What follows belongs to an exercise in optimizing a design on an open flow for small area; a production flow would make more cautious choices.
Only simulation tests tie the RTL to the original design; equivalence was not proved.
No activity file was given, so power comes from the tool's default toggle rates.

**config.mk**
```make
export PLATFORM = sky130hd
export DESIGN_NAME = calc_func_top
export DESIGN_NICKNAME = calc_func_top
export VERILOG_FILES = /design/flow/design.v
export SDC_FILE = /design/flow/constraint.sdc
export NUM_CORES = 4
export LEC_CHECK = 0
export CAP_MARGIN = 20
export CORE_MARGIN = 2
export CORE_UTILIZATION = 40
export CTS_BUF_LIST = sky130_fd_sc_hd__clkbuf_8
export CTS_CLUSTER_SIZE = 30
export SLEW_MARGIN = 20
```
**constraint.sdc**
```tcl
create_clock -name core_clock -period 35.0 [get_ports {clk}]
set_input_delay 7.0000 -clock core_clock [delete_from_list [all_inputs] [get_ports {clk}]]
set_output_delay 7.0000 -clock core_clock [all_outputs]
set_load 0.01 [all_outputs]
```
**design.v**
```verilog
module mul8(
    input [7:0] a,
    input [7:0] b,
    output [15:0] p
    );
    wire pp_0_0 = ~(a[0] & b[0]);
    wire pp_0_1 = ~(a[1] & b[0]);
    wire pp_0_2 = ~(a[2] & b[0]);
    wire pp_0_3 = ~(a[3] & b[0]);
    wire pp_0_4 = ~(a[4] & b[0]);
    wire pp_0_5 = ~(a[5] & b[0]);
    wire pp_0_6 = ~(a[6] & b[0]);
    wire pp_0_7 = ~(a[7] & b[0]);
    wire pp_1_0 = ~(a[0] & b[1]);
    wire pp_1_1 = ~(a[1] & b[1]);
    wire pp_1_2 = ~(a[2] & b[1]);
    wire pp_1_3 = ~(a[3] & b[1]);
    wire pp_1_4 = ~(a[4] & b[1]);
    wire pp_1_5 = ~(a[5] & b[1]);
    wire pp_1_6 = ~(a[6] & b[1]);
    wire pp_1_7 = ~(a[7] & b[1]);
    wire pp_2_0 = ~(a[0] & b[2]);
    wire pp_2_1 = ~(a[1] & b[2]);
    wire pp_2_2 = ~(a[2] & b[2]);
    wire pp_2_3 = ~(a[3] & b[2]);
    wire pp_2_4 = ~(a[4] & b[2]);
    wire pp_2_5 = ~(a[5] & b[2]);
    wire pp_2_6 = ~(a[6] & b[2]);
    wire pp_2_7 = ~(a[7] & b[2]);
    wire pp_3_0 = ~(a[0] & b[3]);
    wire pp_3_1 = ~(a[1] & b[3]);
    wire pp_3_2 = ~(a[2] & b[3]);
    wire pp_3_3 = ~(a[3] & b[3]);
    wire pp_3_4 = ~(a[4] & b[3]);
    wire pp_3_5 = ~(a[5] & b[3]);
    wire pp_3_6 = ~(a[6] & b[3]);
    wire pp_3_7 = ~(a[7] & b[3]);
    wire pp_4_0 = ~(a[0] & b[4]);
    wire pp_4_1 = ~(a[1] & b[4]);
    wire pp_4_2 = ~(a[2] & b[4]);
    wire pp_4_3 = ~(a[3] & b[4]);
    wire pp_4_4 = ~(a[4] & b[4]);
    wire pp_4_5 = ~(a[5] & b[4]);
    wire pp_4_6 = ~(a[6] & b[4]);
    wire pp_4_7 = ~(a[7] & b[4]);
    wire pp_5_0 = ~(a[0] & b[5]);
    wire pp_5_1 = ~(a[1] & b[5]);
    wire pp_5_2 = ~(a[2] & b[5]);
    wire pp_5_3 = ~(a[3] & b[5]);
    wire pp_5_4 = ~(a[4] & b[5]);
    wire pp_5_5 = ~(a[5] & b[5]);
    wire pp_5_6 = ~(a[6] & b[5]);
    wire pp_5_7 = ~(a[7] & b[5]);
    wire pp_6_0 = ~(a[0] & b[6]);
    wire pp_6_1 = ~(a[1] & b[6]);
    wire pp_6_2 = ~(a[2] & b[6]);
    wire pp_6_3 = ~(a[3] & b[6]);
    wire pp_6_4 = ~(a[4] & b[6]);
    wire pp_6_5 = ~(a[5] & b[6]);
    wire pp_6_6 = ~(a[6] & b[6]);
    wire pp_6_7 = ~(a[7] & b[6]);
    wire pp_7_0 = ~(a[0] & b[7]);
    wire pp_7_1 = ~(a[1] & b[7]);
    wire pp_7_2 = ~(a[2] & b[7]);
    wire pp_7_3 = ~(a[3] & b[7]);
    wire pp_7_4 = ~(a[4] & b[7]);
    wire pp_7_5 = ~(a[5] & b[7]);
    wire pp_7_6 = ~(a[6] & b[7]);
    wire pp_7_7 = ~(a[7] & b[7]);
    wire hs1, hc2;
    han u_hs1 (.x(pp_0_1), .y(pp_1_0), .s(hs1), .c(hc2));
    wire fs3, fc4;
    fa u_fs3 (.x(pp_0_2), .y(pp_1_1), .z(pp_2_0), .s(fs3), .c(fc4));
    wire hs5, hc6;
    han u_hs5 (.x(fs3), .y(hc2), .s(hs5), .c(hc6));
    wire fs7, fc8;
    fa u_fs7 (.x(pp_0_3), .y(pp_1_2), .z(pp_2_1), .s(fs7), .c(fc8));
    wire fs9, fc10;
    fa u_fs9 (.x(pp_3_0), .y(fc4), .z(fs7), .s(fs9), .c(fc10));
    wire hs11, hc12;
    han u_hs11 (.x(fs9), .y(hc6), .s(hs11), .c(hc12));
    wire fs13, fc14;
    fa u_fs13 (.x(pp_0_4), .y(pp_1_3), .z(pp_2_2), .s(fs13), .c(fc14));
    wire fs15, fc16;
    fa u_fs15 (.x(pp_3_1), .y(pp_4_0), .z(fc8), .s(fs15), .c(fc16));
    wire fs17, fc18;
    fa u_fs17 (.x(fs13), .y(fc10), .z(fs15), .s(fs17), .c(fc18));
    wire hs19, hc20;
    han u_hs19 (.x(fs17), .y(hc12), .s(hs19), .c(hc20));
    wire fs21, fc22;
    fa u_fs21 (.x(pp_0_5), .y(pp_1_4), .z(pp_2_3), .s(fs21), .c(fc22));
    wire fs23, fc24;
    fa u_fs23 (.x(pp_3_2), .y(pp_4_1), .z(pp_5_0), .s(fs23), .c(fc24));
    wire fs25, fc26;
    fa u_fs25 (.x(fc14), .y(fs21), .z(fs23), .s(fs25), .c(fc26));
    wire fs27, fc28;
    fa u_fs27 (.x(fc16), .y(fs25), .z(fc18), .s(fs27), .c(fc28));
    wire hs29, hc30;
    han u_hs29 (.x(fs27), .y(hc20), .s(hs29), .c(hc30));
    wire fs31, fc32;
    fa u_fs31 (.x(pp_0_6), .y(pp_1_5), .z(pp_2_4), .s(fs31), .c(fc32));
    wire fs33, fc34;
    fa u_fs33 (.x(pp_3_3), .y(pp_4_2), .z(pp_5_1), .s(fs33), .c(fc34));
    wire fs35, fc36;
    fa u_fs35 (.x(pp_6_0), .y(fc22), .z(fc24), .s(fs35), .c(fc36));
    wire fs37, fc38;
    fa u_fs37 (.x(fs31), .y(fs33), .z(fc26), .s(fs37), .c(fc38));
    wire fs39, fc40;
    fa u_fs39 (.x(fs35), .y(fs37), .z(fc28), .s(fs39), .c(fc40));
    wire hs41, hc42;
    han u_hs41 (.x(fs39), .y(hc30), .s(hs41), .c(hc42));
    wire fs43, fc44;
    fa u_fs43 (.x(pp_0_7), .y(pp_1_6), .z(pp_2_5), .s(fs43), .c(fc44));
    wire fs45, fc46;
    fa u_fs45 (.x(pp_3_4), .y(pp_4_3), .z(pp_5_2), .s(fs45), .c(fc46));
    wire fs47, fc48;
    fa u_fs47 (.x(pp_6_1), .y(pp_7_0), .z(fc32), .s(fs47), .c(fc48));
    wire fs49, fc50;
    fa u_fs49 (.x(fc34), .y(fs43), .z(fs45), .s(fs49), .c(fc50));
    wire fs51, fc52;
    fa u_fs51 (.x(fc36), .y(fs47), .z(fs49), .s(fs51), .c(fc52));
    wire fs53, fc54;
    fa u_fs53 (.x(fc38), .y(fs51), .z(fc40), .s(fs53), .c(fc54));
    wire hs55, hc56;
    han u_hs55 (.x(fs53), .y(hc42), .s(hs55), .c(hc56));
    wire fs57, fc58;
    fa u_fs57 (.x(pp_1_7), .y(pp_2_6), .z(pp_3_5), .s(fs57), .c(fc58));
    wire fs59, fc60;
    fa u_fs59 (.x(pp_4_4), .y(pp_5_3), .z(pp_6_2), .s(fs59), .c(fc60));
    wire fs61, fc62;
    fa u_fs61 (.x(pp_7_1), .y(fc44), .z(fc46), .s(fs61), .c(fc62));
    wire fs63, fc64;
    fa u_fs63 (.x(fs57), .y(fs59), .z(fc48), .s(fs63), .c(fc64));
    wire fs65, fc66;
    fa u_fs65 (.x(fc50), .y(fs61), .z(fc52), .s(fs65), .c(fc66));
    wire fs67, fc68;
    fa u_fs67 (.x(fs63), .y(fs65), .z(fc54), .s(fs67), .c(fc68));
    wire hs69, hc70;
    han u_hs69 (.x(fs67), .y(hc56), .s(hs69), .c(hc70));
    wire fs71, fc72;
    fa u_fs71 (.x(pp_2_7), .y(pp_3_6), .z(pp_4_5), .s(fs71), .c(fc72));
    wire fs73, fc74;
    fa u_fs73 (.x(pp_5_4), .y(pp_6_3), .z(pp_7_2), .s(fs73), .c(fc74));
    wire fs75, fc76;
    fa u_fs75 (.x(fc58), .y(fc60), .z(fs71), .s(fs75), .c(fc76));
    wire fs77, fc78;
    fa u_fs77 (.x(fs73), .y(fc62), .z(fs75), .s(fs77), .c(fc78));
    wire fs79, fc80;
    fa u_fs79 (.x(fc64), .y(fs77), .z(fc66), .s(fs79), .c(fc80));
    wire fs81, fc82;
    fa u_fs81 (.x(fs79), .y(fc68), .z(hc70), .s(fs81), .c(fc82));
    wire fs83, fc84;
    fa u_fs83 (.x(pp_3_7), .y(pp_4_6), .z(pp_5_5), .s(fs83), .c(fc84));
    wire fs85, fc86;
    fa u_fs85 (.x(pp_6_4), .y(pp_7_3), .z(fc72), .s(fs85), .c(fc86));
    wire fs87, fc88;
    fa u_fs87 (.x(fc74), .y(fs83), .z(fc76), .s(fs87), .c(fc88));
    wire fs89, fc90;
    fa u_fs89 (.x(fs85), .y(fc78), .z(fs87), .s(fs89), .c(fc90));
    wire fs91, fc92;
    fa u_fs91 (.x(fs89), .y(fc80), .z(fc82), .s(fs91), .c(fc92));
    wire fs93, fc94;
    fa u_fs93 (.x(pp_4_7), .y(pp_5_6), .z(pp_6_5), .s(fs93), .c(fc94));
    wire fs95, fc96;
    fa u_fs95 (.x(pp_7_4), .y(fc84), .z(fs93), .s(fs95), .c(fc96));
    wire fs97, fc98;
    fa u_fs97 (.x(fc86), .y(fs95), .z(fc88), .s(fs97), .c(fc98));
    wire fs99, fc100;
    fa u_fs99 (.x(fc90), .y(fs97), .z(fc92), .s(fs99), .c(fc100));
    wire fs101, fc102;
    fa u_fs101 (.x(pp_5_7), .y(pp_6_6), .z(pp_7_5), .s(fs101), .c(fc102));
    wire fs103, fc104;
    fa u_fs103 (.x(fc94), .y(fs101), .z(fc96), .s(fs103), .c(fc104));
    wire fs105, fc106;
    fa u_fs105 (.x(fs103), .y(fc98), .z(fc100), .s(fs105), .c(fc106));
    wire fs107, fc108;
    fa u_fs107 (.x(pp_6_7), .y(pp_7_6), .z(fc102), .s(fs107), .c(fc108));
    wire fs109, fc110;
    fa u_fs109 (.x(fs107), .y(fc104), .z(fc106), .s(fs109), .c(fc110));
    wire fs111, fc112;
    fa u_fs111 (.x(pp_7_7), .y(fc108), .z(fc110), .s(fs111), .c(fc112));
    assign p[0] = ~pp_0_0;
    assign p[1] = ~hs1;
    assign p[2] = ~hs5;
    assign p[3] = ~hs11;
    assign p[4] = ~hs19;
    assign p[5] = ~hs29;
    assign p[6] = ~hs41;
    assign p[7] = ~hs55;
    assign p[8] = ~hs69;
    assign p[9] = ~fs81;
    assign p[10] = ~fs91;
    assign p[11] = ~fs99;
    assign p[12] = ~fs105;
    assign p[13] = ~fs109;
    assign p[14] = ~fs111;
    assign p[15] = ~fc112;
endmodule
module han(input x, input y, output s, output c);
    assign s = ~(x ^ y);
    assign c = x | y;
endmodule
module calc_func_top(
    input clk,
    input rst,
    input [15:0] sw,
    input btnC,
    input btnU,
    input btnD,
    input btnR,
    input btnL,
    output [3:0] an,
    output [6:0] seg,
    output dp,
    output [15:0] led
    );
    wire [7:0] a = sw[15:8];
    wire [7:0] b = sw[7:0];
    reg [3:0] dcnt;
    always @(posedge clk)
        if (rst) dcnt <= 4'd0;
        else     dcnt <= dcnt + 4'd1;
    wire sen  = (dcnt == 4'd7);      
    wire post = (dcnt == 4'd8);      
    localparam [4:0] S20 = 5'b11011, S21 = 5'b10110;
    reg [4:0] cc, cu, cd, cr, cl;
    always @(posedge clk)
        if (rst | sen) begin
            cc <= (btnC & ~rst) ? step(cc) : 5'd0;
            cu <= (btnU & ~rst) ? step(cu) : 5'd0;
            cd <= (btnD & ~rst) ? step(cd) : 5'd0;
            cr <= (btnR & ~rst) ? step(cr) : 5'd0;
            cl <= (btnL & ~rst) ? step(cl) : 5'd0;
        end
    function [4:0] step(input [4:0] c);
        step = (c == S21) ? S21 : {c[3:0], ~(c[4] ^ c[2])};
    endfunction
    wire lvl_c = (cc == S20) | (cc == S21);
    wire lvl_u = (cu == S20) | (cu == S21);
    wire lvl_d = (cd == S20) | (cd == S21);
    wire lvl_r = (cr == S20) | (cr == S21);
    wire lvl_l = (cl == S20) | (cl == S21);
    wire add_p  = post & (cu == S20);
    wire mult_p = post & (cr == S20);
    wire sub_p  = post & (cd == S20);
    wire div_p  = post & (cl == S20);
    wire sel_add  = lvl_c & lvl_u;
    wire sel_mult = lvl_c & lvl_r & ~lvl_u;
    wire sel_sub  = lvl_c & lvl_d & ~lvl_u & ~lvl_r;
    wire sel_div  = lvl_c & lvl_l & ~lvl_u & ~lvl_r & ~lvl_d;
    reg [2:0] state;
    always @(posedge clk)
        if (rst) state <= 3'd0;
        else     state <= {sel_div, sel_mult | sel_sub, sel_add | sel_sub};
    reg [1:0] addr;
    always @(posedge clk)
        if (rst)         addr <= 2'd0;
        else if (add_p)  addr <= 2'd0;
        else if (mult_p) addr <= 2'd1;
        else if (sub_p)  addr <= 2'd2;
        else if (div_p)  addr <= 2'd3;
    assign led = {~sel_add, ~sel_mult, ~sel_sub, ~sel_div, 5'd0, state, 2'd0, addr};
    wire wr      = |state;
    wire is_div  = state[2];
    wire is_mult = state[1] & ~state[0];
    wire is_sub  = state[1] & state[0];
    wire [7:0] as;
    wire       as_c;
    addsub8 u_as (.a(a), .b(b), .sub(is_sub), .s(as), .co(as_c));
    wire [15:0] p;
    mul8 u_mul (.a(a), .b(b), .p(p));
    wire [7:0] q;
    wire bz;
    div8 u_div (.a(a), .b(b), .q(q), .bz(bz));
    wire [15:0] r_as  = {{7{is_sub & ~as_c}}, as_c ^ is_sub, as};
    wire [15:0] r_div = {{8{bz}}, q};
    wire g_div = is_div & ~rst;
    wire g_mul = is_mult & ~rst;
    wire g_as  = ~is_div & ~is_mult & ~rst;
    wire [15:0] wdata = ({16{g_div}} & r_div) | ({16{g_mul}} & p) | ({16{g_as}} & r_as);
    reg [15:0] mem0, mem1, mem2, mem3, disp;
    always @(posedge clk) begin
        if (rst | (wr & (addr == 2'd0))) mem0 <= wdata;
        if (rst | (wr & (addr == 2'd1))) mem1 <= wdata;
        if (rst | (wr & (addr == 2'd2))) mem2 <= wdata;
        if (rst | (wr & (addr == 2'd3))) mem3 <= wdata;
    end
    wire r0 = ~rst & (addr == 2'd0);
    wire r1 = ~rst & (addr == 2'd1);
    wire r2 = ~rst & (addr == 2'd2);
    wire r3 = ~rst & (addr == 2'd3);
    wire [15:0] rdata = ({16{r0}} & mem0) | ({16{r1}} & mem1) | ({16{r2}} & mem2) | ({16{r3}} & mem3);
    always @(posedge clk)
        if (rst | ~wr) disp <= rdata;
    reg [2:0] cnt;
    reg clkd;
    reg [1:0] dig;
    always @(posedge clk)
        if (rst) begin
            cnt <= 3'd0; clkd <= 1'b0; dig <= 2'd0;
        end else if (cnt[2]) begin
            cnt <= 3'd0; clkd <= ~clkd;
            if (!clkd) dig <= dig + 2'd1;
        end else
            cnt <= cnt + 3'd1;
    assign an = ~(4'd1 << dig);
    reg [3:0] nib;
    always @(*)
        case (dig)
            2'd0: nib = disp[3:0];
            2'd1: nib = disp[7:4];
            2'd2: nib = disp[11:8];
            default: nib = disp[15:12];
        endcase
    reg [6:0] s;
    always @(*)
        case (nib)
            4'h0: s = 7'b1000000;
            4'h1: s = 7'b1111001;
            4'h2: s = 7'b0100100;
            4'h3: s = 7'b0110000;
            4'h4: s = 7'b0011001;
            4'h5: s = 7'b0010010;
            4'h6: s = 7'b0000010;
            4'h7: s = 7'b1111000;
            4'h8: s = 7'b0000000;
            4'h9: s = 7'b0011000;
            4'ha: s = 7'b0001000;
            4'hb: s = 7'b0000011;
            4'hc: s = 7'b1000110;
            4'hd: s = 7'b0100001;
            4'he: s = 7'b0000110;
            default: s = 7'b0001110;
        endcase
    assign seg = s;
    assign dp = 1'b1;
endmodule
module addsub8(
    input [7:0] a,
    input [7:0] b,
    input sub,
    output [7:0] s,
    output co
    );
    wire [8:0] c;
    assign c[0] = sub;
    genvar i;
    generate
        for (i = 0; i < 8; i = i + 1) begin : g_bit
            fa u_fa (.x(a[i]), .y(b[i] ^ sub), .z(c[i]), .s(s[i]), .c(c[i+1]));
        end
    endgenerate
    assign co = c[8];
endmodule
module div8(
    input [7:0] a,
    input [7:0] b,
    output [7:0] q,
    output bz
    );
    wire [7:0] nb = ~b;
    wire [8:1] hz;
    assign hz[8] = 1'b1;
    genvar w, j;
    generate
        for (w = 7; w >= 1; w = w - 1) begin : g_hz
            assign hz[w] = hz[w+1] & nb[w];
        end
    endgenerate
    assign bz = hz[1] & nb[0];
    wire [71:0] rem;
    generate
        for (w = 1; w <= 8; w = w + 1) begin : g_step
            wire [w-1:0] tt;
            if (w == 1) begin : g_first
                assign tt = a[7];
            end else begin : g_next
                assign tt = {rem[8*(w-1) +: w-1], a[8-w]};
            end
            wire [w:0] c;
            wire [w-1:0] d;
            assign d[0] = tt[0] ^ b[0];
            assign c[1] = tt[0] | nb[0];
            for (j = 1; j < w; j = j + 1) begin : g_bit
                if (w < 8) begin : g_fa
                    fa u_fa (.x(tt[j]), .y(nb[j]), .z(c[j]), .s(d[j]), .c(c[j+1]));
                end else begin : g_cmp
                    assign d[j] = 1'b0;
                    assign c[j+1] = (tt[j] & nb[j]) | (tt[j] & c[j]) | (nb[j] & c[j]);
                end
            end
            assign q[8-w] = hz[w] & c[w];
            assign rem[8*w +: w] = q[8-w] ? d : tt;
        end
    endgenerate
endmodule
module fa(input x, input y, input z, output s, output c);
    assign s = x ^ y ^ z;
    assign c = (x & y) | (x & z) | (y & z);
endmodule
```
**run.sh**
```bash
#!/bin/bash
# synth_recipe.tcl (not shown) runs the flow's synth.tcl, then flattens the netlist and writes it again
# the make line also repeats each setting of config.mk as NAME=value (left out here)
make -C /OpenROAD-flow-scripts/flow DESIGN_CONFIG=/design/flow/config.mk WORK_HOME=/design/flow/orfs CLKGATE_MAP_FILE= SYNTH_SCRIPT=/design/flow/synth_recipe.tcl finish
```
==> results of run 1 <==
## Yosys cell counts, drive strengths merged (8+ instances only)
| library cell | n | area share |
|---|---|---|
| o21a | 10 | 0.0087 |
| o21ai | 20 | 0.012 |
| edfxtp | 105 | 0.37 |
| nor2b | 9 | 0.0066 |
| nor2 | 76 | 0.034 |
| buf | 19 | 0.014 |
| dfxtp | 15 | 0.035 |
| xnor2 | 17 | 0.017 |
| clkbuf | 13 | 0.0057 |
| nand3 | 9 | 0.0058 |
| nor3 | 11 | 0.0064 |
| inv | 81 | 0.035 |
| ha | 44 | 0.064 |
| nand2 | 80 | 0.035 |
| and2 | 53 | 0.039 |
| fa | 70 | 0.16 |
| a22oi | 8 | 0.0070 |
| mux4 | 16 | 0.042 |
| a21oi | 28 | 0.017 |
## stage by stage
step	cell area [µm²]	util	total power, mW	hold WS, ns	instances
5_1_grt	9620	0.458	0.408	0.439	1102
2_1_floorplan	8610	-	0.242	0.398	777
4_1_cts	9620	0.458	0.386	0.427	1102
6_report	9620	0.458	0.381	0.420	1102
3_5_place_dp	9270	0.441	0.274	0.413	1071
3_3_place_gp	9270	0.441	0.272	0.415	1071
## power by group through the flow
stage	logic (mW)	registers [mW]	clock network (mW)
floorplan	0.0717	0.170	0
global placement	0.101	0.171	0
detailed placement	0.102	0.172	0
CTS	0.103	0.169	0.114
global route	0.118	0.169	0.120
finish	0.101	0.169	0.111
## final timing paths
path	slack, ns	endpoint	depth (start not counted)	startpoint
setup / recovery	13.96	mem0[0]	53	sw[3]
hold / removal	0.42	cnt[0]	1	cnt[0]
setup reg to reg	30.38	mem1[14]	14	state[0]
hold reg to reg	0.42	cnt[0]	1	cnt[0]
## layout make-up
class / count / area share
inverters: 82 / 0.0320
flip-flops and latches: 120 / 0.359
clock inverters: 14 / 0.0122
clock buffers: 17 / 0.0243
repair buffers: 51 / 0.0507
well taps: 275 / 0.0358
multi-input cells: 543 / 0.486
## layer usage
| layer | global-route usage | vias up | routed length [µm] |
|---|---|---|---|
| li1 | - | 2718 | - |
| met1 | 0.239 | 2794 | 8430 |
| met2 | 0.275 | 127 | 8660 |
| met3 | 0.0264 | 18 | 602 |
| met4 | 0.0420 | 0 | 204 |
| met5 | 0 | - | 0 |
## logic make-up (layout without fill, tap and decap cells)
kind of cell | Yosys count | after routing | share of synthesized area
adder cells (fa/ha/maj) | 115 | 115 | 0.229
multiplexers | 21 | 21 | 0.0481
other | 2 | 8 | 0.000875
AND/OR/NAND/NOR | 271 | 271 | 0.157
flip-flops | 120 | 120 | 0.402
buffers and inverters | 114 | 164 | 0.0560
XOR/XNOR | 22 | 22 | 0.0224
AO/OA/AOI/OAI | 106 | 106 | 0.0843
## sequential cells by signal (all words and copies together) (netlist names), 4 cells and up
signal,cells
mem2,16
cu,5
cr,5
mem0,16
cc,5
mem3,16
cd,5
mem1,16
disp,16
dcnt,4
cl,5
==> metrics.log, run 1 <==
[metrics] max-slew headroom at the worst pin: 0.364
[metrics] maximum frequency from static timing analysis: 0.0475 GHz
[metrics] combined area of the multi-input logic cells: 0.00468 mm²
[metrics] clk_skew: 0.00873 ns
[metrics] post-route setup TNS: 0 ns
[metrics] post-synthesis register bit count: 120
[metrics] crit path setup slack, layout: 13.96 ns
[metrics] H-tree depth: 4
[metrics] die width: 150 µm
[metrics] total setup buffers inserted after CTS: 0
[metrics] power share of the clock group: 0.291
[metrics] TritonRoute pass-1 iters: 5
[metrics] area occupied by registers: 0.00345 mm²
[metrics] area growth from synthesis to final layout: 12.1%
[metrics] fraction of the yosys area taken by sequential cells: 0.402
[metrics] arrival time worst endpoint: 21.20 ns
[metrics] Total Routed Length: 17,900 µm
[metrics] Total Die Area: 0.0226 mm²
[metrics] drt wl/cell: around 16 µm
[metrics] part of the cycle the worst path needs: 0.601
[metrics] number of synthesized flops with an enable pin: roughly 110
[metrics] class of the most critical setup path: input port to register
[metrics] Logic pwr share: 0.266
[metrics] Via Count: ~5,700
[metrics] CTS tree: built
[metrics] Clock Path Buffers: 2
[metrics] antenna violations before repair: 0
[metrics] type of the most critical hold path: register to register
[metrics] share of total power in sequential cells: 0.443
[metrics] antenna violation net count after detailed routing: 0
[metrics] share of final-layout standard cells stronger than drive strength 1: 0.0859
[metrics] clock-pin slew on the worst setup and hold paths: ~0.060 ns
[metrics] Primary FF master, synth: edfxtp_1
[metrics] Ys Warns: 1
[metrics] number of standard cells after synthesis: ~770
[metrics] Die Height: about 150 µm
[metrics] ys async rst share: 0
[metrics] net switching fraction of the power: 0.293
[metrics] cell with the largest stage delay on the worst path: clkdlybuf4s50_1
[metrics] setup repair after global routing missed its margin: no
[metrics] Worst EP required: approximately 35 ns
[metrics] Port Buf Inserts: between 40 and 50
[metrics] total routing resource utilization after global routing: 0.169
[metrics] global route overflow: 0
[metrics] total of cells resized after clock tree synthesis: 0
[metrics] unique cell type count in the Yosys netlist: 68
[metrics] number of hold-repair buffers added at the cts stage: 0
[metrics] Max-cap violations: 0
[metrics] crit-path max FO: 18
[metrics] number of pins exceeding their max-slew limit in the final report: 0
[metrics] # diodes: 0
[metrics] Synth Area per Inst: between 10 and 15 µm²
[metrics] number of DRC violations after detailed routing: 0
[metrics] dpl hpwl: 13,100 µm
[metrics] Clk Latency, worst-skew pair: 0.42 ns
[metrics] core region area: about 0.021 mm²
[metrics] static leakage: 3.88 nW
[metrics] starting DRC count in detailed routing: 354
[metrics] outcome: complete, no violations
[metrics] std cell rows: 53
[metrics] sum of buffers and inverters on the critical path: 2
[metrics] transition time of the tightest slew-check pin: approximately 0.95 ns
[metrics] wire length of the first global-routing pass: 29,600 µm
[metrics] leading cell type in the layout, fill and taps excluded: edfxtp_1
[metrics] starting utilization of the core area: 0.408
[metrics] Worst Setup End Kind: register
[metrics] Worst path max stage delay: between 0.9 and 1 ns
[metrics] # setup viols final: 0
[metrics] sink count of the clock tree: 120
[metrics] delay-heaviest family, CP: adder cells
[metrics] number of buffers created by CTS: 17
[metrics] Worst setup SP type: input port
[metrics] post-detailed-route via-to-cell ratio: 5.13
[metrics] number of global-route vias before repair: roughly 5,600
[metrics] commonest cells after routing, fill and taps aside: edfxtp_1 (105), inv_1 (83), nand2_1 (79)
[metrics] internal power: 269 µW
[metrics] power density cells: about 40 mW/mm²
[metrics] I/O pin total: 51
[metrics] pin count of the biggest net entering global routing: 26
[metrics] pre-CTS WS: 13.61 ns
[metrics] filler cell count in the final layout: 1,969
[metrics] most frequent cell on the critical path: fa_1
[metrics] weighted congestion reported at the end of routability-driven placement: around 0.87
[metrics] highest ir drop seen on vdd: 0.0220 mV
[metrics] net count of the finished layout: around 950
[metrics] net load switching power: 112 µW
[metrics] CTS root buf: clkbuf_8
[metrics] shortest clock period the worst path allows after layout: 21.04 ns
[metrics] Syn Std Cell Area: 0.00858 mm²
[metrics] Final Hold Violating Endpoints: 0
==> inputs of run 2 (changes only) <==
--- a/config.mk
+++ b/config.mk
@@ -8,6 +8,5 @@
 export CAP_MARGIN = 20
 export CORE_MARGIN = 2
 export CORE_UTILIZATION = 40
-export CTS_BUF_LIST = sky130_fd_sc_hd__clkbuf_8
-export CTS_CLUSTER_SIZE = 30
+export CTS_BUF_LIST = sky130_fd_sc_hd__clkbuf_4
 export SLEW_MARGIN = 20
==> metrics.log, run 2 <==
[metrics] area growth from synthesis to final layout: 11.0%
[metrics] Primary FF master, synth: edfxtp_1
[metrics] setup slack of the worst register-to-register path: 30.37 ns
[metrics] antenna violation net count after detailed routing: 0
[metrics] post-synthesis register bit count: 120
[metrics] Via Count: 5,643
[metrics] core region area: between 0.02 and 0.025 mm²
[metrics] ys async rst share: 0
[metrics] max-slew headroom at the worst pin: 0.332
[metrics] outcome: complete, no violations
[metrics] TritonRoute pass-1 iters: 5
[metrics] Worst setup SP type: input port
[metrics] number of DRC violations after detailed routing: 0
[metrics] number of pins exceeding their max-slew limit in the final report: 0
[metrics] number of hold-repair buffers added at the cts stage: 0
[metrics] leading cell types by count after synthesis: edfxtp_1 (105), inv_1 (81), nand2_1 (79), nor2_1 (75), fa_1 (70)
[metrics] top-count cell post-synth: edfxtp_1
[metrics] clk_skew: between 0.015 and 0.02 ns
[metrics] # setup viols final: 0
[metrics] net load switching power: approximately 110 µW
[metrics] H-tree depth: 4
[metrics] net count of the finished layout: 952
[metrics] Logic pwr share: 0.282
[metrics] share of total power in sequential cells: 0.469
[metrics] Total Routed Length: roughly 18,000 µm
[metrics] CTS tree: built
[metrics] Synth Area per Inst: 11.1 µm²
[metrics] leading cell type in the layout, fill and taps excluded: edfxtp_1
[metrics] wire length of the first global-routing pass: 29,300 µm
[metrics] Die Height: 150 µm
[metrics] commonest cells after routing, fill and taps aside: edfxtp_1 (105), inv_1 (81), nand2_1 (79)
[metrics] std cell rows: 53
[metrics] final non-filler cell total: 1,103
[metrics] clock-pin slew on the worst setup and hold paths: roughly 0.10 ns
[metrics] fraction of post-synthesis cell area in the top cell type by area: 0.367
[metrics] part of the cycle the worst path needs: 0.599
[metrics] total setup buffers inserted after CTS: 0
[metrics] net switching fraction of the power: 0.303
[metrics] weighted congestion reported at the end of routability-driven placement: 0.868
[metrics] number of standard cells after synthesis: 771
[metrics] Max-cap violations: 0
[metrics] Final Cell Area: 0.00953 mm²
[metrics] maximum frequency from static timing analysis: 0.0477 GHz
[metrics] most frequent cell on the critical path: fa_1
[metrics] arrival time worst endpoint: 21.22 ns
[metrics] number of global-route vias before repair: roughly 5,600
[metrics] starting utilization of the core area: 0.408
[metrics] post-detailed-route via-to-cell ratio: between 5 and 6
[metrics] drt wl/cell: 16.1 µm
[metrics] post-route setup TNS: 0 ns
[metrics] global route overflow: 0
[metrics] shortest clock period the worst path allows after layout: 20.96 ns
[metrics] Port Buf Inserts: 42
[metrics] antenna violations before repair: 1
[metrics] unique cell type count in the Yosys netlist: 68
[metrics] Ys Warns: 1
[metrics] Clock Path Buffers: 2
[metrics] total routing resource utilization after global routing: 0.167
[metrics] total of cells resized after clock tree synthesis: 0
[metrics] power share of the clock group: 0.250
[metrics] power density cells: ~38 mW/mm²
[metrics] Total Die Area: 0.0226 mm²
[metrics] # placed instances: 1,071
[metrics] setup repair after global routing missed its margin: no
[metrics] starting DRC count in detailed routing: 310
[metrics] dpl hpwl: 13,100 µm
[metrics] fraction of the yosys area taken by sequential cells: 0.402
[metrics] type of the most critical hold path: register to register
[metrics] crit-path max FO: 18
[metrics] internal power: 250 µW
[metrics] Worst Setup End Kind: register
[metrics] cell type with the largest total area after synthesis: edfxtp_1
[metrics] sink count of the clock tree: 120
[metrics] static leakage: ~3.8 nW
[metrics] cells taking the most area after synthesis: edfxtp_1 (37%), fa_1 (16%), ha_1 (6.4%), mux4_2 (4.2%), and2_1 (3.9%)
[metrics] share of final-layout standard cells stronger than drive strength 1: 0.0883
[metrics] Final Hold Violating Endpoints: 0
[metrics] CTS root buf: clkbuf_4
[metrics] highest ir drop seen on vdd: 0.0180 mV
[metrics] number of synthesized flops with an enable pin: 105
[metrics] number of buffers created by CTS: 17
[metrics] cell with the largest stage delay on the worst path: clkdlybuf4s50_1
[metrics] class of the most critical setup path: input port to register
[metrics] Clk Latency, worst-skew pair: 0.51 ns
[metrics] transition time of the tightest slew-check pin: 0.999 ns
[metrics] Worst path max stage delay: 0.94 ns
[metrics] I/O pin total: 51
[metrics] die width: 150 µm
[metrics] pin count of the biggest net entering global routing: 26
[metrics] Worst EP required: approximately 35 ns
[metrics] Syn Std Cell Area: between 0.008 and 0.009 mm²
[metrics] cell area after placement: 0.00927 mm²
[run 2: changes by cell type in the layout (fill, tap and decap cells not counted)]
cell      change
clkbuf_8     -17
clkbuf_4     +19
inv_1         -2
diode_2       +1
[run 2: logic make-up after synthesis]
| logic type | share of synthesized area |
|---|---|
| AO/OA/AOI/OAI | 0.0843 |
| buffers and inverters | 0.0560 |
| adder cells (fa/ha/maj) | 0.229 |
| XOR/XNOR | 0.0224 |
| other | 0.000875 |
| AND/OR/NAND/NOR | 0.157 |
| flip-flops | 0.402 |
| multiplexers | 0.0481 |
[run 2: cell type report]
cell class | instances | area [µm²]
clock inverter | 12 | 110
antenna | 1 | 2.50
timing repair buffer | 51 | 488
fill | 1973 | 11500
inverter | 82 | 308
multi-input combinational | 543 | 4680
tap | 275 | 344
clock buffer | 19 | 143
sequential | 120 | 3450
[run 2: per-stage QoR]
stage	util	setup slack, ns	power (mW)	hold WS, ns
after CTS	0.453	14.15	0.364	0.432
after global routing	0.453	13.04	0.385	0.444
after floorplan	-	15.62	0.242	0.398
final	0.453	14.04	0.359	0.424
after global placement	0.441	13.97	0.272	0.415
after detailed placement	0.441	13.61	0.274	0.413
[run 2: worst max-delay path, delay by kind of cell]
| kind | cells | cell delay (ns) |
|---|---|---|
| adders and majority gates | 21 | 7.28 |
| and+or+nand+nor | 17 | 2.99 |
| muxes | 1 | 0.50 |
| buffers and inverters | 2 | 1.00 |
| AOI/OAI and AO/OA | 12 | 2.44 |
[run 2: path summary, 6_finish.rpt]
path             from  cells after the start  endpoint
max             sw[3]                     53   mem0[0]
min            cnt[0]                      1    cnt[0]
max reg2reg  state[0]                     14  mem0[14]
min reg2reg    cnt[0]                      1    cnt[0]
[run 2: routing by layer]
metal	GRT usage	wire [µm]
met1	0.236	8470
met2	0.272	8540
met3	0.0227	536
met4	0.0462	221
met5	0	0
[run 2: power groups by stage]
stage	logic (mW)	registers (mW)	clock network, mW
finish	0.101	0.168	0.0897
detailed placement	0.102	0.172	0
global placement	0.101	0.171	0
CTS	0.103	0.168	0.0922
global route	0.118	0.169	0.0975
floorplan	0.0717	0.170	0
==> inputs of run 3 (changes only) <==
==> flow/run.sh (new file) <==
#!/bin/bash
# Standard layout, with plain buf_1 cells as the port buffers and the
# synthesis buffers removed at floorplan (timing has ample slack).
set -euo pipefail
bash standard.sh "BUFFER_PORTS_ARGS=-buffer_cell sky130_fd_sc_hd__buf_1" REMOVE_ABC_BUFFERS=1 finish > standard_flow.log 2>&1
==> standard.sh (new file) <==
#!/bin/bash
# synth_recipe.tcl (not shown) runs the flow's synth.tcl, then flattens the netlist and writes it again
# the make line also repeats each setting of config.mk as NAME=value (left out here)
make -C /OpenROAD-flow-scripts/flow DESIGN_CONFIG=/design/flow/config.mk WORK_HOME=/design/flow/orfs CLKGATE_MAP_FILE= SYNTH_SCRIPT=/design/flow/synth_recipe.tcl "${@:-finish}"
removed: run.sh
==> metrics.log, run 3 <==
[metrics] outcome: complete, no violations
[metrics] max-slew headroom at the worst pin: 0.461
[metrics] CTS root buf: clkbuf_4
[metrics] clock-pin slew on the worst setup and hold paths: 0.10 ns
[metrics] highest ir drop seen on vdd: approximately 0.016 mV
[metrics] sink count of the clock tree: 120
[metrics] Ys Warns: 1
[metrics] static leakage: 3.74 nW
[metrics] total routing resource utilization after global routing: 0.169
[metrics] post-detailed-route via-to-cell ratio: 5.07
[metrics] starting DRC count in detailed routing: 400
[metrics] Worst setup SP type: input port
[metrics] cells taking the most area after synthesis: edfxtp_1 (37%), fa_1 (16%), ha_1 (6.4%), mux4_2 (4.2%), and2_1 (3.9%)
[metrics] CTS tree: built
[metrics] core region area: around 0.021 mm²
[metrics] power density cells: 38.9 mW/mm²
[metrics] number of synthesized flops with an enable pin: around 110
[metrics] number of global-route vias before repair: 5,619
[metrics] global route overflow: 0
[metrics] H-tree depth: 4
[metrics] Die Height: 150 µm
[metrics] std cell rows: 53
[metrics] antenna violation net count after detailed routing: 0
[metrics] post-synthesis register bit count: 120
[metrics] Clock Path Buffers: 2
[metrics] dpl hpwl: 12,800 µm
[metrics] crit path setup slack, layout: 14.84 ns
[metrics] top-count cell post-synth: edfxtp_1
[metrics] GRT met2 Usage: 0.278
[metrics] TritonRoute pass-1 iters: 4
[metrics] type of the most critical hold path: register to register
[metrics] Final Hold Violating Endpoints: 0
[metrics] drt wl/cell: ~16 µm
[metrics] cell type with the largest total area after synthesis: edfxtp_1
[metrics] Syn Std Cell Area: 0.00858 mm²
[metrics] Total Die Area: 0.0226 mm²
[metrics] final non-filler cell total: between 1,000 and 1,500
[metrics] area growth from synthesis to final layout: 8.38%
[metrics] delay-heaviest family, CP: adder cells
[metrics] Max-cap violations: 0
[metrics] antenna violations before repair: 1
[metrics] number of cells on the worst hold path: 1
[metrics] setup repair after global routing missed its margin: no
[metrics] overall power after layout: 362 µW
[metrics] global routing met1 resource utilization: 0.237
[metrics] fraction of the yosys area taken by sequential cells: 0.402
[metrics] Port Buf Inserts: 42
[metrics] total of cells resized after clock tree synthesis: 0
[metrics] total setup buffers inserted after CTS: 0
[metrics] starting utilization of the core area: 0.408
[metrics] transition time of the tightest slew-check pin: 0.807 ns
[metrics] number of standard cells after synthesis: 771
[metrics] pre-CTS WS: 14.39 ns
[metrics] class of the most critical setup path: input port to register
[metrics] post-route setup TNS: 0 ns
[metrics] cell with the largest stage delay on the worst path: or3_1
[metrics] global-route track usage on met3: 0.0242
[metrics] sum of buffers and inverters on the critical path: 4
[metrics] # setup viols final: 0
[metrics] fraction of post-synthesis cell area in the top cell type by area: 0.367
[metrics] Clk Latency, worst-skew pair: 0.50 ns
[metrics] Primary FF master, synth: edfxtp_1
[metrics] Via Count: ~5,600
[metrics] commonest cells after routing, fill and taps aside: edfxtp_1 (105), inv_1 (81), nand2_1 (79)
[metrics] leading cell type in the layout, fill and taps excluded: edfxtp_1
[metrics] part of the cycle the worst path needs: 0.576
[metrics] maximum frequency from static timing analysis: roughly 0.05 GHz
[metrics] number of pins exceeding their max-slew limit in the final report: 0
[metrics] share of final-layout standard cells stronger than drive strength 1: 0.0893
[metrics] FF-to-FF path depth: 14
[metrics] ys async rst share: 0
[metrics] share of the core filled with cells in the final layout: 0.443
[metrics] Worst path max stage delay: between 0.5 and 0.6 ns
[metrics] die width: 150 µm
[metrics] number of hold-repair buffers added at the cts stage: 0
[metrics] path length in cells of the critical path: 55
[metrics] # placed instances: 1,074
[metrics] unique cell type count in the Yosys netlist: 68
[metrics] clk_skew: 0.0125 ns
[metrics] net count of the finished layout: 955
[metrics] Worst EP required: 35.26 ns
[metrics] leading cell types by count after synthesis: edfxtp_1 (105), inv_1 (81), nand2_1 (79), nor2_1 (75), fa_1 (70)
[metrics] shortest clock period the worst path allows after layout: roughly 20 ns
[metrics] crit-path max FO: 12
[metrics] arrival time worst endpoint: slightly above 20 ns
[metrics] global routing's busiest layer: met2
[metrics] weighted congestion reported at the end of routability-driven placement: 0.860
[metrics] I/O pin total: 51
[metrics] pin count of the biggest net entering global routing: 26
[metrics] number of buffers created by CTS: 17
[metrics] Total Routed Length: 17,900 µm
[metrics] most frequent cell on the critical path: fa_1
[metrics] Synth Area per Inst: 11.1 µm²
[metrics] wire length of the first global-routing pass: 29,600 µm
[metrics] Worst Setup End Kind: register
[metrics] number of DRC violations after detailed routing: 0
## run 3: worst reg2reg max path, stage by stage, from the launching register on
cell	delay (ns)
dfxtp_1	0.44
nand2_1	0.33
xnor2_1	0.31
fa_1	0.20
inv_1	0.05
fa_1	0.38
fa_1	0.39
fa_1	0.39
fa_1	0.38
fa_1	0.39
fa_1	0.38
inv_1	0.07
ha_1	0.13
a21oi_1	0.14
o21ai_0	0.31
## run 3: path summary, 6_finish.rpt
check                           startpoint  endpoint  slack (ns)
worst min register to register      cnt[0]    cnt[0]        0.43
worst min-delay path                cnt[0]    cnt[0]        0.43
worst max-delay path                sw[15]   mem3[0]       14.84
worst max register to register    state[0]  mem0[14]       30.43
## run 3: cell type report
cell class | count | area (µm²)
Clock inverter | 12 | 135
Antenna cell | 1 | 2.50
Clock buffer | 18 | 135
Multi-Input combinational cell | 543 | 4680
Tap cell | 275 | 344
Timing Repair Buffer | 54 | 248
Fill cell | 2000 | 11700
Inverter | 82 | 308
Sequential cell | 120 | 3450
## run 3: report_power, final
group	switching (mW)	internal [mW]
registers	0.00330	0.165
logic	0.0577	0.0406
clock network	0.0474	0.0482
## run 3: kinds of logic after synthesis
family	share of synthesized area
adder cells (fa/ha/maj)	0.229
flip-flops	0.402
buffers and inverters	0.0560
XOR/XNOR	0.0224
multiplexers	0.0481
AO/OA/AOI/OAI	0.0843
other	0.000875
AND/OR/NAND/NOR	0.157
## run 3: routing by layer
layer	vias to the layer above	part of all wire	wire length (µm)
li1	2729	-	-
met4	0	0.0052	93
met3	5	0.031	558
met5	-	0	0
met2	106	0.48	8660
met1	2766	0.48	8560
## run 3: metrics by stage
stage               hold WS, ns  area, µm²
detailed placement        0.412       9030
global route              0.476       9300
floorplan                 0.396       8430
CTS                       0.432       9300
finish                    0.432       9300
global placement          0.412       9030
==> inputs of run 4 (changes only) <==
==> flow/run.sh (replaced) <==
#!/bin/bash
set -euo pipefail
bash standard.sh "BUFFER_PORTS_ARGS=-buffer_cell sky130_fd_sc_hd__buf_1" REMOVE_ABC_BUFFERS=1 \
  "CTS_ARGS=-sink_clustering_enable -repair_clock_nets -dont_use_dummy_load -sink_clustering_size 30 -sink_clustering_max_diameter 150 -buf_list sky130_fd_sc_hd__clkbuf_8 -root_buf sky130_fd_sc_hd__clkbuf_4" \
  finish > standard_flow.log 2>&1
==> metrics.log, run 4 <==
[metrics] outcome: complete, no violations
[metrics] global route overflow: 0
[metrics] weighted congestion reported at the end of routability-driven placement: 0.860
[metrics] clk_skew: 0.0262 ns
[metrics] crit path setup slack, layout: 14.89 ns
[metrics] leading cell types by count after synthesis: edfxtp_1 (105), inv_1 (81), nand2_1 (79), nor2_1 (75), fa_1 (70)
[metrics] Worst setup SP type: input port
[metrics] shortest clock period the worst path allows after layout: 20.11 ns
[metrics] crit-path max FO: 12
[metrics] TritonRoute pass-1 iters: 4
[metrics] number of pins exceeding their max-slew limit in the final report: 0
[metrics] share of total power in sequential cells: 0.480
[metrics] Syn Std Cell Area: 0.00858 mm²
[metrics] core region area: 0.0210 mm²
[metrics] sink count of the clock tree: 120
[metrics] fraction of post-synthesis cell area in the top cell type by area: 0.367
[metrics] post-route setup TNS: 0 ns
[metrics] Ys Warns: 1
[metrics] total routing resource utilization after global routing: 0.169
[metrics] Primary FF master, synth: edfxtp_1
[metrics] Synth Area per Inst: 11.1 µm²
[metrics] internal power: approximately 250 µW
[metrics] total setup buffers inserted after CTS: 0
[metrics] class of the most critical setup path: input port to register
[metrics] CTS tree: built
[metrics] share of the core filled with cells in the final layout: 0.441
[metrics] post-synthesis register bit count: 120
[metrics] antenna violation net count after detailed routing: 0
[metrics] area growth from synthesis to final layout: 7.89%
[metrics] pre-CTS WS: 14.39 ns
[metrics] Worst Setup End Kind: register
[metrics] Clk Latency, worst-skew pair: between 0.5 and 0.6 ns
[metrics] drt wl/cell: approximately 16 µm
[metrics] starting utilization of the core area: 0.408
[metrics] Logic pwr share: 0.280
[metrics] number of standard cells after synthesis: just under 800
[metrics] top-count cell post-synth: edfxtp_1
[metrics] type of the most critical hold path: register to register
[metrics] cell type with the largest total area after synthesis: edfxtp_1
[metrics] antenna violations before repair: 1
[metrics] number of buffers created by CTS: 17
[metrics] net load switching power: 105 µW
[metrics] static leakage: between 3 and 4 nW
[metrics] # placed instances: 1,074
[metrics] power density cells: 37.9 mW/mm²
[metrics] number of synthesized flops with an enable pin: 105
[metrics] arrival time worst endpoint: 20.41 ns
[metrics] commonest cells after routing, fill and taps aside: edfxtp_1 (105), inv_1 (81), nand2_1 (79)
[metrics] maximum frequency from static timing analysis: 0.0497 GHz
[metrics] cell with the largest stage delay on the worst path: or3_1
[metrics] post-detailed-route via-to-cell ratio: 5.08
[metrics] Total Routed Length: between 15,000 and 20,000 µm
[metrics] fraction of the yosys area taken by sequential cells: 0.402
[metrics] wire length of the first global-routing pass: 29,500 µm
[metrics] cells taking the most area after synthesis: edfxtp_1 (37%), fa_1 (16%), ha_1 (6.4%), mux4_2 (4.2%), and2_1 (3.9%)
[metrics] std cell rows: 53
[metrics] ys async rst share: 0
[metrics] max-slew headroom at the worst pin: 0.460
[metrics] dpl hpwl: around 13,000 µm
[metrics] die width: 150 µm
[metrics] Max-cap violations: 0
[metrics] highest ir drop seen on vdd: approximately 0.019 mV
[metrics] CTS root buf: clkbuf_4
[metrics] most frequent cell on the critical path: fa_1
[metrics] setup repair after global routing missed its margin: no
[metrics] power share of the clock group: 0.241
[metrics] number of DRC violations after detailed routing: 0
[metrics] unique cell type count in the Yosys netlist: 68
[metrics] transition time of the tightest slew-check pin: 0.809 ns
[metrics] Worst path max stage delay: 0.51 ns
[metrics] Port Buf Inserts: 42
[metrics] total of cells resized after clock tree synthesis: 0
[metrics] Final Hold Violating Endpoints: 0
[metrics] part of the cycle the worst path needs: 0.574
[metrics] H-tree depth: 4
[metrics] number of global-route vias before repair: 5,578
[metrics] filler cell count in the final layout: 1,997
[metrics] Clock Path Buffers: 2
[metrics] I/O pin total: 51
[metrics] leading cell type in the layout, fill and taps excluded: edfxtp_1
[metrics] final non-filler cell total: 1,092
[metrics] Total Die Area: 0.0226 mm²
[metrics] pin count of the biggest net entering global routing: 26
[metrics] net count of the finished layout: 955
[metrics] Die Height: 150 µm
[metrics] # setup viols final: 0
[metrics] net switching fraction of the power: 0.298
[metrics] Via Count: 5,545
[metrics] starting DRC count in detailed routing: 350
[metrics] clock-pin slew on the worst setup and hold paths: 0.07 ns
[metrics] number of hold-repair buffers added at the cts stage: 0
[metrics] share of final-layout standard cells stronger than drive strength 1: 0.0809
[metrics] Worst EP required: 35.31 ns
run 4: changes by cell type in the layout (fill, tap and decap cells not counted), sizes merged:
| cell | delta |
|---|---|
| clkinvlp | -1 |
| clkinv | -8 |
| clkbuf | -1 |
| bufinv | -3 |
run 4: cells by family after synthesis:
kind of cell             after synthesis  share of synthesized area
multiplexers                          21                     0.0481
adder cells (fa/ha/maj)              115                      0.229
buffers and inverters                114                     0.0560
flip-flops                           120                      0.402
XOR/XNOR                              22                     0.0224
other                                  2                   0.000875
AND/OR/NAND/NOR                      271                      0.157
AO/OA/AOI/OAI                        106                     0.0843
run 4: critical path: cells and delay by family:
family	cells	cell delay, ns
AOI/OAI and AO/OA	12	2.33
and+or+nand+nor	16	2.49
buffers and inverters	4	0.70
adders and majority gates	22	7.42
muxes	1	0.47
run 4: power groups by stage:
stage | clock network, mW | logic (mW) | registers [mW]
floorplan | 0 | 0.0691 | 0.170
finish | 0.0846 | 0.0982 | 0.169
global route | 0.0930 | 0.115 | 0.169
detailed placement | 0 | 0.0992 | 0.172
global placement | 0 | 0.0977 | 0.171
CTS | 0.0877 | 0.100 | 0.169
run 4: through the flow:
step / total power, mW / cell area, µm² / hold WS [ns]
global route: 0.377 / 9260 / 0.470
finish: 0.351 / 9260 / 0.426
floorplan: 0.239 / 8430 / 0.396
CTS: 0.356 / 9260 / 0.426
detailed placement: 0.271 / 9030 / 0.412
global placement: 0.269 / 9030 / 0.412
run 4: worst paths after layout:
| path | endpoint | slack, ns | from | cells after the start |
|---|---|---|---|---|
| max | mem3[0] | 14.89 | sw[15] | 55 |
| min | cnt[0] | 0.43 | cnt[0] | 1 |
| max reg2reg | mem3[14] | 30.44 | state[0] | 14 |
| min reg2reg | cnt[0] | 0.43 | cnt[0] | 1 |
run 4: area by class of cell:
cell class                      instances  area [µm²]  area share
Multi-Input combinational cell        543        4680       0.505
Sequential cell                       120        3450       0.373
Tap cell                              275         344      0.0372
Inverter                               82         308      0.0332
Timing Repair Buffer                   54         248      0.0268
Clock buffer                           17         228      0.0246
Antenna cell                            1        2.50    0.000270
run 4: layer usage:
layer  track usage  part of all wire  vias up
met5             0                 0        -
met4        0.0406            0.0083        0
met3        0.0279             0.036       11
met2         0.276              0.49      109
met1         0.236              0.47     2715
li1              -                 -     2710
==> inputs of run 5 (changes only) <==
==> flow/run.sh (replaced) <==
#!/bin/bash
set -euo pipefail
bash standard.sh "BUFFER_PORTS_ARGS=-buffer_cell sky130_fd_sc_hd__buf_1" REMOVE_ABC_BUFFERS=1 \
  "CTS_ARGS=-sink_clustering_enable -repair_clock_nets -dont_use_dummy_load -buf_list sky130_fd_sc_hd__clkbuf_4" \
  finish > standard_flow.log 2>&1
==> metrics.log, run 5 <==
[metrics] launch point of the worst hold path: cnt[0]
[metrics] delay-heaviest family, CP: adder cells
[metrics] share of final-layout standard cells stronger than drive strength 1: 0.0809
[metrics] clk_skew: 0.0389 ns
[metrics] leading cell types by count after synthesis: edfxtp_1 (105), inv_1 (81), nand2_1 (79), nor2_1 (75), fa_1 (70)
[metrics] worst flop-to-flop path startpoint: state[0]
[metrics] Port Buf Inserts: 42
[metrics] commonest cells after routing, fill and taps aside: edfxtp_1 (105), inv_1 (81), nand2_1 (79)
[metrics] post-detailed-route via-to-cell ratio: 5.12
[metrics] FF-to-FF path depth: 14
[metrics] outcome: complete, no violations
[metrics] TritonRoute pass-1 iters: 8
[metrics] post-route setup TNS: 0 ns
[metrics] net switching fraction of the power: 0.309
[metrics] CTS root buf: clkbuf_4
[metrics] Clock Path Buffers: 2
[metrics] hold-critical path endpoint: cnt[0]
[metrics] H-tree depth: 4
[metrics] internal power: 228 µW
[metrics] number of cells on the worst hold path: 1
[metrics] Total Die Area: between 0.02 and 0.025 mm²
[metrics] highest ir drop seen on vdd: around 0.015 mV
[metrics] maximum frequency from static timing analysis: 0.0496 GHz
[metrics] Max-cap violations: 0
[metrics] Via Count: 5,596
[metrics] share of total power in sequential cells: 0.511
[metrics] Logic pwr share: 0.298
[metrics] power share of the clock group: 0.191
[metrics] sum of buffers and inverters on the critical path: 4
[metrics] top-count cell post-synth: edfxtp_1
[metrics] class of the most critical setup path: input port to register
[metrics] post-synthesis register bit count: 120
[metrics] # setup viols final: 0
[metrics] unique cell type count in the Yosys netlist: 68
[metrics] most frequent cell on the critical path: fa_1
[metrics] shortest clock period the worst path allows after layout: about 20 ns
[metrics] weighted congestion reported at the end of routability-driven placement: 0.860
[metrics] Worst EP required: between 30 and 40 ns
[metrics] starting DRC count in detailed routing: 337
[metrics] number of global-route vias before repair: around 5,600
[metrics] pre-CTS WS: 14.39 ns
[metrics] cells taking the most area after synthesis: edfxtp_1 (37%), fa_1 (16%), ha_1 (6.4%), mux4_2 (4.2%), and2_1 (3.9%)
[metrics] die width: 150 µm
[metrics] clock-pin slew on the worst setup and hold paths: roughly 0.10 ns
[metrics] Synth Area per Inst: 11.1 µm²
[metrics] net count of the finished layout: between 900 and 1,000
[metrics] ys async rst share: 0
[metrics] number of synthesized flops with an enable pin: between 100 and 150
[metrics] type of the most critical hold path: register to register
[metrics] number of standard cells after synthesis: around 770
[metrics] dpl hpwl: 12,800 µm
[metrics] core region area: 0.0210 mm²
[metrics] Worst setup SP type: input port
[metrics] max-slew headroom at the worst pin: 0.455
[metrics] Worst Setup End Kind: register
[metrics] antenna violation net count after detailed routing: 0
[metrics] number of hold-repair buffers added at the cts stage: 0
[metrics] antenna violations before repair: 1
[metrics] leading cell type in the layout, fill and taps excluded: edfxtp_1
[metrics] path length in cells of the critical path: 55
[metrics] fraction of post-synthesis cell area in the top cell type by area: 0.367
[metrics] drt wl/cell: 16.3 µm
[metrics] setup slack of the worst register-to-register path: ~30 ns
[metrics] total setup buffers inserted after CTS: 0
[metrics] number of buffers created by CTS: 17
[metrics] Primary FF master, synth: edfxtp_1
[metrics] part of the cycle the worst path needs: 0.575
[metrics] Worst path max stage delay: just over 0.5 ns
[metrics] fraction of the yosys area taken by sequential cells: 0.402
[metrics] number of DRC violations after detailed routing: 0
[metrics] sink count of the clock tree: 120
[metrics] number of pins exceeding their max-slew limit in the final report: 0
[metrics] static leakage: 3.67 nW
[metrics] crit-path max FO: 12
[metrics] CTS tree: built
[metrics] cell type with the largest total area after synthesis: edfxtp_1
[metrics] setup repair after global routing missed its margin: no
[metrics] wire length of the first global-routing pass: ~29,000 µm
[metrics] RR Endpoint: mem3[14]
[metrics] filler cell count in the final layout: approximately 2,000
[metrics] Ys Warns: 1
[metrics] power density cells: 36.0 mW/mm²
[metrics] cell with the largest stage delay on the worst path: or3_1
[metrics] Total Routed Length: 17,800 µm
[metrics] std cell rows: 53
[metrics] Die Height: ~150 µm
[metrics] transition time of the tightest slew-check pin: 0.815 ns
[metrics] net load switching power: 102 µW
[metrics] global route overflow: 0
[metrics] total of cells resized after clock tree synthesis: 0
[metrics] total routing resource utilization after global routing: 0.168
[metrics] Syn Std Cell Area: 0.00858 mm²
[metrics] crit path setup slack, layout: 14.86 ns
[metrics] starting utilization of the core area: 0.408
[metrics] I/O pin total: 51
[metrics] arrival time worst endpoint: 20.40 ns
[metrics] area growth from synthesis to final layout: 6.72%
[metrics] pin count of the biggest net entering global routing: 26
[metrics] Final Hold Violating Endpoints: 0
[metrics] Clk Latency, worst-skew pair: about 0.5 ns
[run 5: worst max path at each step]
stage | to | start
after floorplan | mem0[0] | sw[2]
after global placement | mem1[0] | sw[15]
after detailed placement | mem1[0] | sw[15]
after CTS | mem3[0] | sw[15]
after global routing | mem1[0] | sw[15]
final | mem3[0] | sw[15]
[run 5: through the flow]
step | power, mW | hold WS, ns | area [µm²] | instances | utilization
after detailed placement | 0.271 | 0.412 | 9030 | 1074 | 0.430
after CTS | 0.334 | 0.428 | 9160 | 1091 | 0.436
after global placement | 0.269 | 0.412 | 9030 | 1074 | 0.430
final | 0.329 | 0.428 | 9160 | 1092 | 0.436
after floorplan | 0.239 | 0.396 | 8430 | 745 | -
after global routing | 0.355 | 0.472 | 9160 | 1092 | 0.436
[run 5: final cells by class]
cell class	count	area [µm²]	area share
Tap cell	275	344	0.0376
Sequential cell	120	3450	0.377
Multi-Input combinational cell	543	4680	0.511
Antenna cell	1	2.50	0.000273
Inverter	82	308	0.0336
Timing Repair Buffer	54	248	0.0270
Clock buffer	17	128	0.0139
[run 5: power groups by stage]
stage | Clock (mW) | Sequential (mW) | Combinational (mW)
2_1_floorplan | 0 | 0.170 | 0.0691
3_3_place_gp | 0 | 0.171 | 0.0977
3_5_place_dp | 0 | 0.172 | 0.0992
4_1_cts | 0.0653 | 0.168 | 0.100
5_1_grt | 0.0703 | 0.169 | 0.115
6_report | 0.0629 | 0.168 | 0.0983
[run 5: logic make-up after synthesis]
logic type / after synthesis / synth area share
XOR/XNOR: 22 / 0.0224
multiplexers: 21 / 0.0481
AO/OA/AOI/OAI: 106 / 0.0843
flip-flops: 120 / 0.402
buffers and inverters: 114 / 0.0560
AND/OR/NAND/NOR: 271 / 0.157
other: 2 / 0.000875
adder cells (fa/ha/maj): 115 / 0.229
[run 5: routing by layer]
| layer | wire (µm) | vias to the layer above | GRT usage |
|---|---|---|---|
| li1 | - | 2711 | - |
| met2 | 8540 | 119 | 0.277 |
| met3 | 622 | 6 | 0.0279 |
| met5 | 0 | - | 0 |
| met4 | 105 | 0 | 0.0363 |
| met1 | 8510 | 2760 | 0.236 |
==> inputs of run 6 (changes only) <==
==> flow/run.sh (replaced) <==
#!/bin/bash
set -euo pipefail
bash standard.sh "BUFFER_PORTS_ARGS=-buffer_cell sky130_fd_sc_hd__buf_1" REMOVE_ABC_BUFFERS=1 \
  "CTS_ARGS=-sink_clustering_enable -repair_clock_nets -dont_use_dummy_load -sink_clustering_size 30 -sink_buffer_max_cap_derate 1.0 -buf_list sky130_fd_sc_hd__clkbuf_4" \
  finish > standard_flow.log 2>&1
==> metrics.log, run 6 <==
[metrics] outcome: complete, no violations
[metrics] cell type with the largest total area after synthesis: edfxtp_1
[metrics] maximum frequency from static timing analysis: 0.0496 GHz
[metrics] clock-pin slew on the worst setup and hold paths: 0.10 ns
[metrics] wire length of the first global-routing pass: 29,500 µm
[metrics] CTS root buf: clkbuf_4
[metrics] total routing resource utilization after global routing: 0.168
[metrics] TritonRoute pass-1 iters: 8
[metrics] FF-to-FF path depth: 14
[metrics] number of synthesized flops with an enable pin: roughly 110
[metrics] leading cell type in the layout, fill and taps excluded: edfxtp_1
[metrics] Total Routed Length: 17,800 µm
[metrics] fraction of the yosys area taken by sequential cells: 0.402
[metrics] global route overflow: 0
[metrics] class of the most critical setup path: input port to register
[metrics] number of pins exceeding their max-slew limit in the final report: 0
[metrics] number of buffers created by CTS: 17
[metrics] post-route setup TNS: 0 ns
[metrics] starting utilization of the core area: 0.408
[metrics] Port Buf Inserts: 42
[metrics] Worst Setup End Kind: register
[metrics] Ys Warns: 1
[metrics] number of DRC violations after detailed routing: 0
[metrics] Worst EP required: 35.26 ns
[metrics] worst flop-to-flop path startpoint: state[0]
[metrics] net load switching power: 102 µW
[metrics] Die Height: 150 µm
[metrics] Logic pwr share: 0.298
[metrics] transition time of the tightest slew-check pin: 0.815 ns
[metrics] Syn Std Cell Area: 0.00858 mm²
[metrics] GRT met2 Usage: 0.277
[metrics] antenna violation net count after detailed routing: 0
[metrics] power share of the clock group: 0.191
[metrics] cell with the largest stage delay on the worst path: or3_1
[metrics] sink count of the clock tree: 120
[metrics] ys async rst share: 0
[metrics] global-route track usage on met3: 0.0279
[metrics] global routing met1 resource utilization: 0.236
[metrics] dpl hpwl: between 10,000 and 15,000 µm
[metrics] static leakage: around 3.7 nW
[metrics] antenna violations before repair: 1
[metrics] top-count cell post-synth: edfxtp_1
[metrics] std cell rows: 53
[metrics] launching element of the worst setup path: sw[15]
[metrics] unique cell type count in the Yosys netlist: ~70
[metrics] die width: 150 µm
[metrics] pin count of the biggest net entering global routing: 26
[metrics] number of standard cells after synthesis: 771
[metrics] weighted congestion reported at the end of routability-driven placement: between 0.8 and 0.9
[metrics] share of total power in sequential cells: 0.511
[metrics] Max-cap violations: 0
[metrics] post-detailed-route via-to-cell ratio: 5.12
[metrics] # setup viols final: 0
[metrics] number of hold-repair buffers added at the cts stage: 0
[metrics] share of final-layout standard cells stronger than drive strength 1: 0.0809
[metrics] net switching fraction of the power: 0.309
[metrics] most frequent cell on the critical path: fa_1
[metrics] overall power after layout: 329 µW
[metrics] Clk Latency, worst-skew pair: 0.50 ns
[metrics] fraction of post-synthesis cell area in the top cell type by area: 0.367
[metrics] net count of the finished layout: approximately 960
[metrics] crit-path max FO: 12
[metrics] drt wl/cell: 16.3 µm
[metrics] arrival time worst endpoint: a little over 20 ns
[metrics] Via Count: 5,596
[metrics] CTS tree: built
[metrics] H-tree depth: 4
[metrics] clk_skew: 0.0389 ns
[metrics] part of the cycle the worst path needs: 0.575
[metrics] starting DRC count in detailed routing: 337
[metrics] core region area: 0.0210 mm²
[metrics] cells taking the most area after synthesis: edfxtp_1 (37%), fa_1 (16%), ha_1 (6.4%), mux4_2 (4.2%), and2_1 (3.9%)
[metrics] area growth from synthesis to final layout: 6.72%
[metrics] Synth Area per Inst: 11.1 µm²
[metrics] number of global-route vias before repair: 5,588
[metrics] Total Die Area: 0.0226 mm²
[metrics] Clock Path Buffers: 2
[metrics] shortest clock period the worst path allows after layout: 20.14 ns
[metrics] Worst setup SP type: input port
[metrics] leading cell types by count after synthesis: edfxtp_1 (105), inv_1 (81), nand2_1 (79), nor2_1 (75), fa_1 (70)
[metrics] Worst path max stage delay: roughly 0.51 ns
[metrics] commonest cells after routing, fill and taps aside: edfxtp_1 (105), inv_1 (81), nand2_1 (79)
[metrics] global routing's busiest layer: met2
[metrics] setup repair after global routing missed its margin: no
[metrics] Final Hold Violating Endpoints: 0
[metrics] max-slew headroom at the worst pin: 0.455
[metrics] power density cells: 36.0 mW/mm²
[metrics] Primary FF master, synth: edfxtp_1
[metrics] I/O pin total: 51
[metrics] type of the most critical hold path: register to register
[metrics] total of cells resized after clock tree synthesis: 0
[metrics] launch point of the worst hold path: cnt[0]
[metrics] total setup buffers inserted after CTS: 0
[metrics] post-synthesis register bit count: 120
[metrics] highest ir drop seen on vdd: 0.0150 mV
[metrics] internal power: 228 µW
[metrics] number of cells on the worst hold path: 1
## run 6: cell counts after synthesis
No cell type changed its count.
## run 6: worst paths after layout
kind                    to  slack (ns)
setup / recovery   mem3[0]       14.86
hold / removal      cnt[0]        0.43
setup reg to reg  mem3[14]       30.42
hold reg to reg     cnt[0]        0.43
## run 6: cells by family (layout without fill, tap and decap cells)
group           count (synthesis)  count (layout)  share of synthesized area
compound gates                106             106                     0.0843
xor+xnor                       22              22                     0.0224
fa+ha+maj                     115             115                      0.229
buf+inv                       114             153                     0.0560
flops                         120             120                      0.402
mux                            21              21                     0.0481
other cells                     2               9                   0.000875
simple gates                  271             271                      0.157
## run 6: worst max-delay path, delay by kind of cell
kind	cells	cell delay [ns]
AO/OA/AOI/OAI	12	2.33
adder cells (fa/ha/maj)	22	7.42
buffers and inverters	4	0.69
multiplexers	1	0.47
AND/OR/NAND/NOR	16	2.48
## run 6: cell type report
cell class,instances,area [µm²]
sequential,120,3450
antenna,1,2.50
clock buffer,17,128
inverter,82,308
tap,275,344
multi-input combinational,543,4680
timing repair buffer,54,248
fill,2014,11900
## run 6: per-stage QoR
step / instances / cell area [µm²] / hold slack, ns / setup WS, ns / util
floorplan: 745 / 8430 / 0.396 / 15.86 / -
global placement: 1074 / 9030 / 0.412 / 14.74 / 0.430
detailed placement: 1074 / 9030 / 0.412 / 14.39 / 0.430
CTS: 1091 / 9160 / 0.428 / 14.92 / 0.436
global route: 1092 / 9160 / 0.472 / 13.92 / 0.436
finish: 1092 / 9160 / 0.428 / 14.86 / 0.436
## run 6: power groups by stage
stage	registers, mW	logic [mW]	clock network [mW]
after floorplan	0.170	0.0691	0
after global placement	0.171	0.0977	0
final	0.168	0.0983	0.0629
after CTS	0.168	0.100	0.0653
after global routing	0.169	0.115	0.0703
after detailed placement	0.172	0.0992	0
## run 6: routing by layer
metal,part of all wire,vias up
li1,-,2711
met1,0.48,2760
met2,0.48,119
met3,0.035,6
met4,0.0059,0
met5,0,-

-- re-timing with driven ports --
No port has a modelled driver above. Below, the same layouts with a new extraction and two added sets of constraints.
Step 1: set_driving_cell puts a clkbuf_16 on clk and a buf_2 on each other input, an assumption about the parent block.
Step 2 times the ports against the registers' clock, not the clock port: input delays grow and output delays shrink by t, the midpoint of the rising clock arrivals with the driver on.
Slacks: no drivers / after step 1 / after step 2; pairs: no drivers / after step 1.
| run | t, ns | setup slack, ns | latest minus earliest clock arrival (ns) | slew at the worst register clock pin (ns) | worst data-port slew with drivers (ns) |
|---|---|---|---|---|---|
| run 1 | 0.452 | 13.961 / 13.973 / 13.521 | 0.010 / 0.009 | 0.07 / 0.07 | 0.04 |
| run 2 | 0.534 | 14.037 / 14.049 / 13.515 | 0.018 / 0.019 | 0.11 / 0.11 | 0.04 |
| run 3 | 0.530 | 14.843 / 14.853 / 14.324 | 0.017 / 0.017 | 0.10 / 0.10 | 0.03 |
| run 4 | 0.579 | 14.893 / 14.904 / 14.325 | 0.026 / 0.027 | 0.07 / 0.07 | 0.03 |
| run 5 | 0.518 | 14.858 / 14.869 / 14.351 | 0.039 / 0.039 | 0.10 / 0.10 | 0.03 |
| run 6 | 0.518 | 14.858 / 14.869 / 14.351 | 0.039 / 0.039 | 0.10 / 0.10 | 0.03 |
After both steps every run listed still meets setup and hold. The setup slack of run 4, which loses most, moves by +0.011 ns with the drivers and by -0.568 ns with both steps.
